From an optimization exercise on the open Yosys and OpenROAD flow, aimed at small area, a short achievable clock period and few clock cycles per item; shortcuts taken in it are not production practice.
In this exercise RTL edits were held to simulation tests only and were not proved equivalent to the original.

## design/flow/run.sh

```bash
#!/bin/bash
# synth_recipe.tcl (not shown) runs the flow's synth.tcl, then flattens the netlist and writes it again
# the make line also repeats each setting of config.mk as NAME=value (left out here)
make -C /OpenROAD-flow-scripts/flow DESIGN_CONFIG=/design/flow/config.mk WORK_HOME=/design/flow/orfs CLKGATE_MAP_FILE= SYNTH_SCRIPT=/design/flow/synth_recipe.tcl finish
```

## design/flow/config.mk

```make
export PLATFORM = sky130hd
export DESIGN_NAME = MatrixMultiplication
export DESIGN_NICKNAME = MatrixMultiplication
export VERILOG_FILES = /design/flow/design.v
export SDC_FILE = /design/flow/constraint.sdc
export NUM_CORES = 4
export LEC_CHECK = 0
export CAP_MARGIN = 20
export CORE_MARGIN = 2
export CORE_UTILIZATION = 40
export SLEW_MARGIN = 20
```

## design/flow/constraint.sdc

```tcl
create_clock -name core_clock -period 10.0 [get_ports {clk}]
set_input_delay 2.0000 -clock core_clock [delete_from_list [all_inputs] [get_ports {clk}]]
set_output_delay 2.0000 -clock core_clock [all_outputs]
set_load 0.01 [all_outputs]
```

## design/flow/design.v

```verilog
module MatrixMultiplication (
    input clk,
    input reset,
    input start,
    input [71:0] A_flat,   
    input [71:0] B_flat,   
    output reg [71:0] C_flat,  
    output reg done
);
    reg [7:0] A [2:0][2:0];
    reg [7:0] B [2:0][2:0];
    reg [7:0] C [2:0][2:0];
    reg [1:0] i, j, k;
    reg [15:0] sum;  
    reg [1:0] state;
    localparam IDLE = 0,
               MULT = 1,
               DONE = 2;
    integer m, n;
    always @(*) begin
        for (m = 0; m < 3; m = m + 1) begin
            for (n = 0; n < 3; n = n + 1) begin
                A[m][n] = A_flat[(m * 3 + n) * 8 +: 8];
                B[m][n] = B_flat[(m * 3 + n) * 8 +: 8];
            end
        end
    end
    always @(*) begin
        for (m = 0; m < 3; m = m + 1) begin
            for (n = 0; n < 3; n = n + 1) begin
                C_flat[(m * 3 + n) * 8 +: 8] = C[m][n];
            end
        end
    end
    always @(posedge clk or posedge reset) begin
        if (reset) begin
            state <= IDLE;
            done <= 0;
            i <= 0;
            j <= 0;
            k <= 0;
            sum <= 0;
            for (m = 0; m < 3; m = m + 1) begin
                for (n = 0; n < 3; n = n + 1) begin
                    C[m][n] <= 0;
                end
            end
        end else begin
            case (state)
                IDLE: begin
                    if (start) begin
                        state <= MULT;
                        i <= 0;
                        j <= 0;
                        k <= 0;
                        sum <= 0;
                        done <= 0;
                    end
                end
                MULT: begin
                    if (k == 0) begin
                        sum <= A[i][k] * B[k][j];
                        k <= k + 1;
                    end
                    else if (k < 3) begin
                        sum <= sum + (A[i][k] * B[k][j]);
                        k <= k + 1;
                    end else begin
                        C[i][j] <= sum[7:0];   
                        sum <= 0;
                        k <= 0;
                        if (j < 2) begin
                            j <= j + 1;
                        end else if (i < 2) begin
                            j <= 0;
                            i <= i + 1;
                        end else begin
                            state <= DONE;
                        end
                    end
                end
                DONE: begin
                    done <= 1;
                    state <= IDLE;
                end
            endcase
        end
    end
endmodule
```

==> run summary, run 1 <==
- Post-route clock period utilization: 86.0%
- Detail Placement HPWL: 17.2 mm
- Top achievable clock speed: 116 MHz
- Register area share after synthesis: 31.4%
- Hold Path Stages: 2
- Port bufs: 219
- Worst-path clk slew: 60 ps
- Synth async-reset ratio: 100%
- Slew @ Worst Pin: between 900 and 1000 ps
- Worst setup EP type: register
- Full die area: ~0.019 mm²
- Clock root cell: clkbuf_16
- Area leader, netlist: dfrtp_1
- Main flop type after synthesis: dfrtp_1
- Clock sink count: 89
- Critical path's slowest cell: fa_1
- Num CTS Buffers: 9
- Area Growth Syn to Fin: 38.5%
- Max-slew headroom: 35.3%
- Pins Over Slew Limit: 0
- Insertion delay to the later sink of the worst-skew pair: 340 ps
- Yosys top cell area share: a little under a third
- RR Endpoint: sum[7]$_DFFE_PP0P_
- EDFF count, synth: 0
- Outcome: no timing/DRC/antenna violations
- Antenna Nets Post-Route: 0
- Core area: 0.0173 mm²
- Die H: 137 µm
- Iteration-0 DRC Markers: approximately 400
- Setup CP Type: reg2reg
- Vias after detailed routing: 6248
- Avg Cell Area, Syn: 9.45 µm²
- Rows: 48
- Via/cell ratio: 5.29
- CTS tree: done
- RSZ-0062 raised after global routing: no
- First-pass GRT wire length: 34.1 mm
- Synthesized area: 0.00709 mm²
- Final Critical Period: 8600 ps
- Layout cell share with drive strength beyond 1: 9.94%
- Hold Crit Class: reg2reg
- Total wire length: 21.0 mm
- Yosys reg bits: slightly below 90
- Crit path buffers/inverters: 6
- RePlAce Congestion: around 0.94
- Largest net degree at the start of global routing: 88
- Syn. warnings: 4
- Synth top area cells: dfrtp_1 31%, ha_1 9.2%, mux2_2 8.4%, fa_1 8.2%, nand2_1 5.0%
- Final Hold Viols: 0
- Initial antenna violation count: 0
- CP dominant cell by count: inv_1
- FILL cells: ~1500
- Hold Path Sink: C[6][5]$_DFFE_PP0P_
- DR DRC count: 0
- Slowest Stage Delay on Critical Path: 1110 ps
- Clock buffer depth: 2
- CTS H-tree lvls: 3
- Antenna diode count: 0
- Max FO, Critical Path: 25
- Post-Synthesis Cells: 750
- WP data required: roughly 10000 ps
- # nets final: 1179
- Total GRT Usage: 23.3%
- Hold_buf cts: 0
- Min-delay src: C[6][5]$_DFFE_PP0P_
- Final setup vio count: 0
- Final Skew: 6.20 ps
- Max-cap violations: 0
- Post-synth cell types: 71
- I/O pin cnt: 220
- Vias in the first global route: 6542
- CTS-repair resized insts: 0
- Drt wl/cell: about 18 µm
- Post-route setup TNS: 0 ps
- CP Launch Type: register
- Worst R2R Start: k[0]$_DFFE_PP0P_
- Top delay family on crit path: adder cells
- Router iterations before antenna repair: 5
- Post-synthesis net count: 978
- Setup repair bufs after CTS: 0
- Setup slack, reg-to-reg: about 1400 ps
- Die X: 137 µm
- GRT Residual Overflow: 0
- Initial Util: 41.0%
- FF-to-FF path depth: 30
- CP Data Arrival Time: between 8000 and 9000 ps
[Yosys cell counts (all sizes together), types with 3 or more instances]
cell,count
a21oi,34
o221ai,3
o221a,3
ha,52
or3,3
inv,73
a211oi,3
mux2,53
o21a,3
nand3,18
nor3b,4
xnor2,26
nand2,95
and2,14
o22a,4
nor2b,3
nor2,26
fa,29
buf,12
mux2i,16
a21o,7
dfrtp,89
a221oi,4
o211ai,3
xor2,6
o22ai,11
nand2b,5
a22oi,4
nor3,14
o21ai,66
a31oi,3
clkbuf,24
mux4,4
[worst min-delay path, cell delays in order, from the launching register on]
cell     delay, ps
dfrtp_1        340
nand2_1         40
o21ai_0         60
[final cells by class]
type | count | area [µm²] | area share (%)
clock buffers | 10 | 229 | 2.33
clock inverters | 6 | 91.3 | 0.931
inverters | 74 | 279 | 2.84
multi-input cells | 551 | 4460 | 45.4
flip-flops and latches | 89 | 2230 | 22.7
well taps | 225 | 282 | 2.87
repair buffers | 226 | 2250 | 22.9
[routing by layer]
layer	part of all wire, %	track usage, %	vias up
li1	-	-	3000
met1	44	31.1	3033
met2	49	38.7	179
met3	4.4	4.63	36
met4	2.3	5.84	0
met5	0	0	-
[stage by stage]
stage / utilization, % / cell area (µm²) / setup WS (ps) / hold slack (ps) / instances
after floorplan: - / 7090 / 2010 / 482 / 750
after global placement: 54.8 / 9470 / 1690 / 459 / 1165
after detailed placement: 54.8 / 9470 / 1420 / 470 / 1165
after CTS: 56.6 / 9790 / 1410 / 485 / 1181
after global routing: 56.7 / 9810 / 762 / 504 / 1181
final: 56.7 / 9810 / 1400 / 478 / 1181
[registers in the layout, summed over array words and instances, names as in the netlist]
register  count
done          1
sum           8
C            72
i             2
k             2
state         2
j             2
[worst max path at each step]
stage               cells past startpoint                 end        startpoint  slack [ps]
floorplan                              35  sum[7]$_DFFE_PP0P_  k[0]$_DFFE_PP0P_        2010
global placement                       31  sum[7]$_DFFE_PP0P_  k[0]$_DFFE_PP0P_        1690
detailed placement                     30  sum[7]$_DFFE_PP0P_  k[0]$_DFFE_PP0P_        1420
CTS                                    30  sum[7]$_DFFE_PP0P_  k[0]$_DFFE_PP0P_        1410
global route                           31  sum[7]$_DFFE_PP0P_  k[0]$_DFFE_PP0P_         760
finish                                 30  sum[7]$_DFFE_PP0P_  k[0]$_DFFE_PP0P_        1400
[placed cells by master, fill, tap and decap left out, types with 4 or more instances in the layout]
master / count
clkdlybuf4s50_1: 219
nand2_1: 95
dfrtp_1: 89
inv_1: 72
o21ai_0: 64
mux2_2: 53
ha_1: 52
a21oi_1: 34
fa_1: 29
nor2_1: 26
xnor2_1: 24
nand3_1: 17
mux2i_1: 16
nor3_1: 14
and2_1: 14
o22ai_1: 11
clkbuf_16: 9
a21o_1: 7
buf_4: 6
nand2b_1: 5
a22oi_1: 4
mux4_2: 4
a221oi_1: 4
o22a_1: 4
[logic make-up (layout without fill, tap and decap cells)]
kind of cell | Yosys count | after routing | share of synthesized area [%]
DFF | 89 | 89 | 31.4
buffers and inverters | 110 | 316 | 5.91
muxes | 73 | 73 | 12.0
xor gates and xnor gates | 35 | 35 | 5.51
adders and majority gates | 82 | 82 | 17.5
and+or+nand+nor | 195 | 195 | 12.9
AOI/OAI and AO/OA | 166 | 166 | 14.8
Testbench counts, summed over its fixed seeds: cycles 36,480, items 960.
==> run 2: changes to the inputs <==
==> design/flow/design.v (replaced) <==
module MatrixMultiplication (
    input clk,
    input reset,
    input start,
    input [71:0] A_flat,   
    input [71:0] B_flat,   
    output [71:0] C_flat,  
    output reg done
);
    reg s1, s2;                   
    wire idle = ~s1 & ~s2;
    wire go = idle & start;       
    wire [7:0] As [0:2];
    wire [7:0] Bs [0:2];
    genvar g;
    generate
        for (g = 0; g < 3; g = g + 1) begin : sel
            assign As[g] = ({8{go}} & A_flat[(g*3+0)*8 +: 8])
                         | ({8{s1}} & A_flat[(g*3+1)*8 +: 8])
                         | ({8{s2}} & A_flat[(g*3+2)*8 +: 8]);
            assign Bs[g] = s1 ? B_flat[(3+g)*8 +: 8]
                         : s2 ? B_flat[(6+g)*8 +: 8]
                         : B_flat[g*8 +: 8];
        end
    endgenerate
    generate
        for (g = 0; g < 9; g = g + 1) begin : mac
            reg [7:0] c;
            always @(posedge clk)
                c <= (go ? 8'd0 : c) + As[g/3] * Bs[g%3];
            assign C_flat[g*8 +: 8] = c;
        end
    endgenerate
    always @(posedge clk or posedge reset) begin
        if (reset) begin
            s1 <= 1'b0;
            s2 <= 1'b0;
            done <= 1'b0;
        end else begin
            s1 <= go;
            s2 <= s1;
            if (go) done <= 1'b0;
            else if (s2) done <= 1'b1;
        end
    end
endmodule
==> run 2 against run 1 <==
Effect of this change:
- fmax grew 14%
- non-clock buffer count grew 20
- critical path depth shrank 13
- hold slack gained 31 ps
- synthesized area grew 74%
- sequential share of layout area shrank 13 points
==> run summary, run 2 <==
- Commonest non-fill, non-tap cell in the layout: inv_1
- CP Launch Type: input port
- Final setup vio count: 0 (unchanged)
- Die H: 180 µm (+31%)
- Synth top area cells: fa_1 26%, ha_1 16%, dfxtp_1 12%, xnor2_1 8.9%, inv_1 8.8%
- Area Growth Syn to Fin: 23.8%
- Die X: 180 µm (+31%)
- Most flops, register: mac.c
- WP data required: 10240 ps (+20 ps)
- Total GRT Usage: 23.7% (+0.41 points)
- Top achievable clock speed: 133 MHz (+14%)
- EDFF count, synth: 0 (unchanged)
- CP Data Arrival Time: 7770 ps (-1050 ps)
- Most instantiated cells after synthesis: 289 x inv_1, 270 x nand2_1, 162 x fa_1
- Main flop type after synthesis: dfxtp_1
- CP dominant cell by count: fa_1
- Clock buffer depth: 2 (unchanged)
- FILL cells: 2935 (+93%)
- Setup repair bufs after CTS: 0 (unchanged)
- Worst-path clk slew: 70 ps (about the same)
- Count leader, synth: inv_1
- CTS tree: done
- FF-to-FF path depth: 17 (-43%)
- Post-route setup TNS: 0 ps (unchanged)
- Avg Cell Area, Syn: 8.45 µm² (-11%)
- Yosys reg bits: 75 (-16%)
- Post-route clock period utilization: 75.3% (-11 points)
- Hold Crit Class: reg2reg
- # nets final: 2123 (+80%)
- Router iterations before antenna repair: 5 (unchanged)
- Crit-path cells: clkdlybuf4s50_1 > or3b_4 > clkinv_4 > a21oi_2 > nor2_1 > fa_1 > fa_1 > ha_1 > inv_1 > fa_1 > inv_1 > ha_1 > a21o_1 > a21oi_1 > xnor2_1 > xnor2_1 > xnor3_1
- First-pass GRT wire length: 59.2 mm (+74%)
- Max FO, Critical Path: 45 (+80%)
- Pins Over Slew Limit: 0 (unchanged)
- Insertion delay to the later sink of the worst-skew pair: 360 ps (+20 ps)
- Initial Util: 40.5% (-0.49 points)
- Detail Placement HPWL: 29.2 mm (+70%)
- Max-slew headroom: 25.5% (-9.7 points)
- Outcome: no timing/DRC/antenna violations
- Post-synth cell types: 37 (-48%)
- Iteration-0 DRC Markers: 664 (+65%)
- Vias in the first global route: 10700 (+64%)
- Final Critical Period: 7530 ps (-1080 ps)
- Yosys top cell area share: 26.3% (-5.1 points)
- Total wire length: 37.5 mm (+79%)
- Setup slack, reg-to-reg: 3600 ps (+2200 ps)
- Clock sink count: 75 (-16%)
- Max reg flops: 72 (unchanged)
- Hold_buf cts: 0 (unchanged)
- RSZ-0062 raised after global routing: no
- Core area: 0.0304 mm² (+76%)
- Hold Path Stages: 2 (unchanged)
- Commonest non-fill, non-tap cells in the layout: 289 x inv_1, 270 x nand2_1, 219 x clkdlybuf4s50_1, 162 x fa_1, 153 x ha_1
- Slowest Stage Delay on Critical Path: 730 ps (-380 ps)
- Synth async-reset ratio: 4.00% (-96 points)
- Clock root cell: clkbuf_16
- Full die area: 0.0322 mm² (+71%)
- CTS-repair resized insts: 0 (unchanged)
- Num CTS Buffers: 9 (unchanged)
- Antenna Nets Post-Route: 0 (unchanged)
- Post-Synthesis Cells: 1458 (+94%)
- Area leader, netlist: fa_1
- CTS H-tree lvls: 3 (unchanged)
- Vias after detailed routing: 10200 (+63%)
- Largest net degree at the start of global routing: 81 (-8.0%)
- GRT Residual Overflow: 0 (unchanged)
- Syn. warnings: 1 (-3)
- Final Skew: 11.5 ps (+5.28 ps)
- Drt wl/cell: 18.2 µm (+2.2%)
- Post-synthesis net count: 1920 (+96%)
- Slew @ Worst Pin: 1120 ps (+173 ps)
- Layout cell share with drive strength beyond 1: 4.32% (-5.6 points)
- Initial antenna violation count: 3 (+3)
- Port bufs: 219 (unchanged)
- RePlAce Congestion: 0.856 (-9.0%)
- I/O pin cnt: 220 (unchanged)
- Worst setup EP type: register
- Final Hold Viols: 0 (unchanged)
- DR DRC count: 0 (unchanged)
- Rows: 64 (+33%)
- Register area share after synthesis: 12.3% (-19 points)
- Synthesized area: 0.0123 mm² (+74%)
- Setup CP Type: in2reg
- Max-cap violations: 0 (unchanged)
- Critical path's slowest cell: or3b_4
- Via/cell ratio: 4.94 (-6.7%)
## run 2: metrics by stage
step | setup slack, ps | hold WS, ps | cell area, µm² | cells | utilization, %
6_report | 2470 | 508 | 15300 | 2063 | 50.1
5_1_grt | 2240 | 570 | 15300 | 2062 | 50.1
4_1_cts | 2550 | 515 | 15300 | 2062 | 50.1
3_5_place_dp | 2170 | 496 | 15000 | 2046 | 49.2
3_3_place_gp | 2280 | 484 | 15000 | 2046 | 49.2
2_1_floorplan | 3410 | 349 | 12300 | 1458 | -
## run 2: cell type report
type / instances / area [µm²] / share of cell area (%)
clock inverters: 5 / 62.6 / 0.410
multi-input cells: 1039 / 9460 / 62.0
flip-flops and latches: 75 / 1520 / 9.95
well taps: 396 / 495 / 3.25
repair buffers: 246 / 2390 / 15.7
clock buffers: 11 / 233 / 1.53
diodes: 1 / 2.50 / 0.0164
inverters: 290 / 1090 / 7.17
## run 2: cells by family (layout without fill, tap and decap cells)
| kind of cell | after synthesis | count (layout) | share of synthesized area [%] |
|---|---|---|---|
| mux | 35 | 35 | 2.95 |
| other cells | 0 | 1 | 0 |
| buf+inv | 344 | 552 | 11.1 |
| xor+xnor | 153 | 153 | 11.9 |
| fa+ha+maj | 315 | 315 | 41.9 |
| compound gates | 112 | 112 | 6.15 |
| simple gates | 424 | 424 | 13.7 |
| flops | 75 | 75 | 12.3 |
## run 2: final timing paths
| path | startpoint | endpoint |
|---|---|---|
| hold / removal | done$_DFFE_PP0P_ | done$_DFFE_PP0P_ |
| setup reg to reg | s1$_DFF_PP0_ | mac[5].c[7]$_DFF_P_ |
| hold reg to reg | done$_DFFE_PP0P_ | done$_DFFE_PP0P_ |
| max in group asynchronous | reset | s1$_DFF_PP0_ |
| setup / recovery | start | mac[5].c[7]$_DFF_P_ |
| min in group asynchronous | reset | done$_DFFE_PP0P_ |
## run 2: critical path, delay by kind of cell
kind / cells / cell delay [ps]
AO/OA/AOI/OAI: 3 / 1180
XOR/XNOR: 3 / 730
adder cells (fa/ha/maj): 5 / 1990
buffers and inverters: 4 / 950
AND/OR/NAND/NOR: 2 / 870
## run 2: metal layers
| metal | part of all wire (%) | track usage [%] |
|---|---|---|
| met1 | 43 | 30.7 |
| met2 | 49 | 41.2 |
| met3 | 5.5 | 3.34 |
| met4 | 2.4 | 6.60 |
| met5 | 0.035 | 0 |
Testbench counts of run 2, summed over its fixed seeds: cycles 2,880, items 960.

[what the ideal ports hide]
No port has a modelled driver above. Below, the same layouts with a new extraction and two added sets of constraints. Step 1 (the two cells are an assumption about what drives the block):
set clk [get_ports {clk}]
set_driving_cell -lib_cell sky130_fd_sc_hd__clkbuf_16 $clk
set_driving_cell -lib_cell sky130_fd_sc_hd__buf_2 [delete_from_list [all_inputs] $clk]
Step 2 moves the port delays by t, midway between the first and last clock arrival at a register: inputs arrive t later, outputs are due t later. That takes back most of the time a late clock gives input paths. Three values: ideal ports, drivers, drivers and shift; two values: the first two.
run	t (ns)	setup WS [ns]	slew at the worst register clock pin (ns)	worst data-port slew with drivers (ns)	pins driven straight from the clock port
run 1	0.374	1.399 / 1.399 / 1.399	0.07 / 0.07	0.07	1
run 2	0.405	2.475 / 2.501 / 2.096	0.07 / 0.07	0.08	1
After both steps setup and hold are still met in every run listed. The setup slack of run 2, which loses most, moves by +0.026 ns with the drivers and by -0.379 ns with both steps.
